This is an optimization exercise on Yosys and OpenROAD, whose aim is small area, not a production implementation.
RTL that was checked went through simulation tests only; none was proved equivalent to the original.

==> inputs of job 3640 <==
==> flow/design.v <==
module qoi_decoder(
	input wire[39:0] chunk,
	output reg[2:0] chunk_len_consumed,
	input wire clk,
	input wire rst,
	output reg[7:0] r,
	output reg[7:0] g,
	output reg[7:0] b,
	output reg[7:0] a
);
wire[7:0] chunk0 = chunk[7:0];
wire[7:0] chunk1 = chunk[15:8];
wire[7:0] chunk2 = chunk[23:16];
wire[7:0] chunk3 = chunk[31:24];
wire[7:0] chunk4 = chunk[39:32];
wire[1:0] shortop = chunk0[7:6];
reg[7:0] next_r;
reg[7:0] next_g;
reg[7:0] next_b;
reg[7:0] next_a;
reg[2:0] next_chunk_len_consumed;
reg[31:0] index[63:0];
wire[5:0] index_pos = next_r * 3 + next_g * 5 + next_b * 7 + next_a * 11;
wire signed[1:0] vr = chunk0[5:4] - 2;
wire signed[1:0] vg = chunk0[3:2] - 2;
wire signed[1:0] vb = chunk0[1:0] - 2;
wire signed[5:0] luma = chunk0[5:0] - 32;
wire signed[3:0] luma_r = chunk1[7:4] - 8;
wire signed[3:0] luma_b = chunk1[3:0] - 8;
reg[5:0] run;
reg[5:0] next_run;
integer i;
always @ * begin
	next_r = r;
	next_g = g;
	next_b = b;
	next_a = a;
	next_run = run;
	if (chunk0 == 8'b11111110  ) begin
		{next_r, next_g, next_b} = {chunk1, chunk2, chunk3};
		next_chunk_len_consumed = 4;
	end else if (chunk0 == 8'b11111111  ) begin
		{next_r, next_g, next_b, next_a} = {chunk1, chunk2, chunk3, chunk4};
		next_chunk_len_consumed = 5;
	end else if (shortop == 2'b00        ) begin
		{next_r, next_g, next_b, next_a} = index[chunk0[5:0]];
		next_chunk_len_consumed = 1;
	end else if (shortop == 2'b01        ) begin
		next_r = $signed(r) + vr;
		next_g = $signed(g) + vg;
		next_b = $signed(b) + vb;
		next_chunk_len_consumed = 1;
	end else if (shortop == 2'b10        ) begin
		next_r = $signed(r) + luma + luma_r;
		next_g = $signed(g) + luma;
		next_b = $signed(b) + luma + luma_b;
		next_chunk_len_consumed = 2;
	end else begin  
		if (run == 'b111111) begin  
			next_run = chunk0[5:0];
		end else begin
			next_run = run - 1;
		end
		if (next_run > 0) begin
			next_chunk_len_consumed = 0;
		end else begin
			next_run = 'b111111;
			next_chunk_len_consumed = 1;
		end
	end
end
always @ (posedge clk) begin
	chunk_len_consumed <= next_chunk_len_consumed;
	{r, g, b, a} <= {next_r, next_g, next_b, next_a};
	index[index_pos] <= {next_r, next_g, next_b, next_a};
	run <= next_run;
	if (rst) begin
		chunk_len_consumed <= 0;
		r <= 0;
		g <= 0;
		b <= 0;
		a <= 255;
		for (i = 0; i < 64; i = i + 1)
			index[i] <= 0;
		run <= 'b111111;
	end
end
endmodule
==> flow/run.sh <==
#!/bin/bash
# synth_recipe.tcl (not shown) runs the flow's synth.tcl, then flattens the netlist and writes it again
# the make line also repeats each setting of config.mk as NAME=value (left out here)
make -C /OpenROAD-flow-scripts/flow DESIGN_CONFIG=/design/flow/config.mk WORK_HOME=/design/flow/orfs CLKGATE_MAP_FILE= SYNTH_SCRIPT=/design/flow/synth_recipe.tcl finish
==> flow/config.mk <==
export PLATFORM = sky130hd
export DESIGN_NAME = qoi_decoder
export DESIGN_NICKNAME = qoi_decoder
export VERILOG_FILES = /design/flow/design.v
export SDC_FILE = /design/flow/constraint.sdc
export NUM_CORES = 4
export LEC_CHECK = 0
export CAP_MARGIN = 20
export CORE_MARGIN = 2
export CORE_UTILIZATION = 40
export SLEW_MARGIN = 20
==> flow/constraint.sdc <==
create_clock -name core_clock -period 10.0 [get_ports {clk}]
set_input_delay 2.0000 -clock core_clock [delete_from_list [all_inputs] [get_ports {clk}]]
set_output_delay 2.0000 -clock core_clock [all_outputs]
set_load 0.01 [all_outputs]
==> inputs of job 9286, as changes to job 3640 <==
==> flow/design.v, changed modules only <==
module qoi_decoder(
	input wire[39:0] chunk,
	output reg[2:0] chunk_len_consumed,
	input wire clk,
	input wire rst,
	output reg[7:0] r,
	output wire[7:0] g,
	output reg[7:0] b,
	output reg[7:0] a
);
wire[7:0] chunk0 = chunk[7:0];
wire[7:0] chunk1 = chunk[15:8];
wire[7:0] chunk2 = chunk[23:16];
wire[7:0] chunk3 = chunk[31:24];
wire[7:0] chunk4 = chunk[39:32];
wire[1:0] shortop = chunk0[7:6];
wire is_rgb  = chunk0 == 8'b11111110;
wire is_rgba = chunk0 == 8'b11111111;
wire is_index = shortop == 2'b00;
wire is_diff  = shortop == 2'b01;
wire is_luma  = shortop == 2'b10;
reg[64*26-1:0] store;    
reg[63:0] valid;
reg pend;                
wire[5:0] h = chunk0[5:0];
reg[7:0] g_q;
reg gfix;
wire[5:0] s_rba = r[5:0] * 6'd3 + b[5:0] * 6'd7 + a[5:0] * 6'd11;
wire[5:0] g_rec = (g_q[5:0] - s_rba) * 6'd13;
assign g = {g_q[7:6], gfix ? g_rec : g_q[5:0]};
wire[5:0] hcur = gfix ? g_q[5:0] : s_rba + g_q[5:0] * 6'd5;
wire[63:0] sel = 64'd1 << h;
reg[25:0] rd_raw;
integer i;
always @* begin
	rd_raw = 26'd0;
	for (i = 0; i < 64; i = i + 1)
		rd_raw = rd_raw | (store[26*i +: 26] & {26{sel[i]}});
end
wire rd_valid = valid[h];
wire[25:0] rd = rd_raw & {26{rd_valid}};
wire[7:0] idx_r = rd[25:18];
wire[1:0] idx_gh = rd[17:16];
wire[7:0] idx_b = rd[15:8];
wire[7:0] idx_a = rd[7:0];
wire[5:0] hv = h & {6{rd_valid}};
wire bypass = pend && (h == hcur);
wire take_index = is_index && !bypass;
wire[63:0] we = {63'd0, pend} << hcur;
integer j;
always @ (posedge clk) begin
	for (j = 0; j < 64; j = j + 1)
		if (we[j])
			store[26*j +: 26] <= {r, g[7:6], b, a};
	if (rst)
		valid <= 64'd0;
	else
		valid <= valid | we;
	pend <= !rst;
end
wire[7:0] dg_luma = {{2{~chunk0[5]}}, ~chunk0[5], chunk0[4:0]};         
wire[7:0] ddr = {{6{~chunk0[5]}}, ~chunk0[5], chunk0[4]};                
wire[7:0] ddg = {{6{~chunk0[3]}}, ~chunk0[3], chunk0[2]};
wire[7:0] ddb = {{6{~chunk0[1]}}, ~chunk0[1], chunk0[0]};
wire[7:0] lr = {{4{~chunk1[7]}}, ~chunk1[7], chunk1[6:4]};               
wire[7:0] lb = {{4{~chunk1[3]}}, ~chunk1[3], chunk1[2:0]};
reg[7:0] delta_r, delta_g, delta_b;
always @* begin
	if (is_diff) begin
		delta_r = ddr;
		delta_g = ddg;
		delta_b = ddb;
	end else if (is_luma) begin
		delta_r = dg_luma + lr;
		delta_g = dg_luma;
		delta_b = dg_luma + lb;
	end else begin
		delta_r = 8'd0;
		delta_g = 8'd0;
		delta_b = 8'd0;
	end
end
wire[7:0] sum_r = r + delta_r;
wire[7:0] sum_g = g + delta_g;
wire[7:0] sum_b = b + delta_b;
reg[7:0] next_r, next_g, next_b, next_a;
reg next_gfix;
reg[2:0] next_chunk_len_consumed;
reg[5:0] run;
reg[5:0] next_run;
always @* begin
	next_r = sum_r;
	next_g = sum_g;
	next_b = sum_b;
	next_a = a;
	next_gfix = 1'b0;
	next_run = run;
	next_chunk_len_consumed = 1;
	if (is_rgb) begin
		{next_r, next_g, next_b} = {chunk1, chunk2, chunk3};
		next_chunk_len_consumed = 4;
	end else if (is_rgba) begin
		{next_r, next_g, next_b, next_a} = {chunk1, chunk2, chunk3, chunk4};
		next_chunk_len_consumed = 5;
	end else if (is_index) begin
		if (take_index) begin
			{next_r, next_g, next_b, next_a} = {idx_r, idx_gh, hv, idx_b, idx_a};
			next_gfix = 1'b1;
		end else begin
			{next_g, next_gfix} = {g_q, gfix};
		end
	end else if (is_luma) begin
		next_chunk_len_consumed = 2;
	end else if (!is_diff) begin  
		{next_g, next_gfix} = {g_q, gfix};
		if (run == 6'b111111)
			next_run = chunk0[5:0];
		else
			next_run = run - 1;
		if (next_run != 0) begin
			next_chunk_len_consumed = 0;
		end else begin
			next_run = 6'b111111;
			next_chunk_len_consumed = 1;
		end
	end
end
always @ (posedge clk) begin
	chunk_len_consumed <= next_chunk_len_consumed;
	{r, g_q, b, a} <= {next_r, next_g, next_b, next_a};
	gfix <= next_gfix;
	run <= next_run;
	if (rst) begin
		chunk_len_consumed <= 0;
		r <= 0;
		g_q <= 0;
		gfix <= 0;
		b <= 0;
		a <= 255;
		run <= 6'b111111;
	end
end
endmodule
--- a/flow/config.mk
+++ b/flow/config.mk
@@ -9,3 +9,6 @@
 export CORE_MARGIN = 2
-export CORE_UTILIZATION = 40
+export CORE_UTILIZATION = 55
+export CTS_BUF_LIST = sky130_fd_sc_hd__clkbuf_16
+export CTS_CLUSTER_DIAMETER = 80
+export CTS_CLUSTER_SIZE = 25
 export SLEW_MARGIN = 20
==> qor summary <==
quantity	job 9286	job 3640
Met1 Usage GRT	61.0%	37.1%
Run status	finished clean	finished clean
Synthesized-area fraction occupied by and/or/nand/nor cells	5.52%	9.86%
Number of sinks handled by clock tree synthesis	1771	2089
Total non-filler cell area in the finished layout	75100 um2	116000 um2
Depth of the worst register-to-register path	22	30
Termination of the worst setup path	g[5]	index[60][7]
Time the final worst path needs with I/O delays and setup	9200 ps	9430 ps
Non-filler instance count after layout	5976	13500
Slew at the pin closest to its max-slew limit	1310 ps	1310 ps
Synthesized-area fraction occupied by xor and xnor cells	0.834%	0.593%
Final-layout fill cell count	8993	22300
Critical path buffers and inverters	6	10
Most repeated cell in the gate-level netlist after synthesis	sky130_fd_sc_hd__edfxtp_1	sky130_fd_sc_hd__dfxtp_1
Clock slew at reported path FFs	80 ps	60 ps
Count of antenna diodes in the layout	9	6
First-pass GRT wire length	379 mm	536 mm
Worst Setup Slack, final	798 ps	566 ps
Tightest hold margin	468 ps	455 ps
Arrival @ worst endpoint	7200 ps	10120 ps
Number of buffers inserted during clock tree synthesis	87	210
M1 wire length	97.4 mm	143 mm
Grt met3 use	16.5%	5.90%
Top cell type by total area after synthesis	sky130_fd_sc_hd__edfxtp_1	sky130_fd_sc_hd__dfxtp_1
Function not checked in job 3640: the RTL went through the layout flow alone.

==> what the ideal ports hide <==
The flow's constraints put no driver on any port. The routed layouts listed below were extracted and timed again, unchanged, in two steps.
Step 1 (the two cells are an assumption about what drives the block):
set clk [get_ports {clk}]
set_driving_cell -lib_cell sky130_fd_sc_hd__clkbuf_16 $clk
set_driving_cell -lib_cell sky130_fd_sc_hd__buf_2 [delete_from_list [all_inputs] $clk]
Step 2, shift: input delay + t, output delay - t, t = (earliest + latest rising clock arrival at the registers) / 2. This alone moves slack from input paths to output paths.
a / b / c = ideal ports / drivers / drivers and shift; a / b = the first two.
| run | shift t [ns] | setup WS [ns] | hold WS [ns] | worst register clock-pin slew, ns |
|---|---|---|---|---|
| job 3640 | 0.968 | 0.566 / 0.613 / -0.354 | 0.455 / 0.455 / 0.455 | 0.07 / 0.07 |
| job 9286 | 0.796 | 0.798 / 0.713 / 1.509 | 0.468 / 0.468 / 0.468 | 0.11 / 0.11 |
With both steps, setup timing fails in job 3640, where it was met with ideal ports. For job 3640, which loses most, drivers alone change the setup slack by +0.047 ns; drivers and shift together by -0.920 ns.
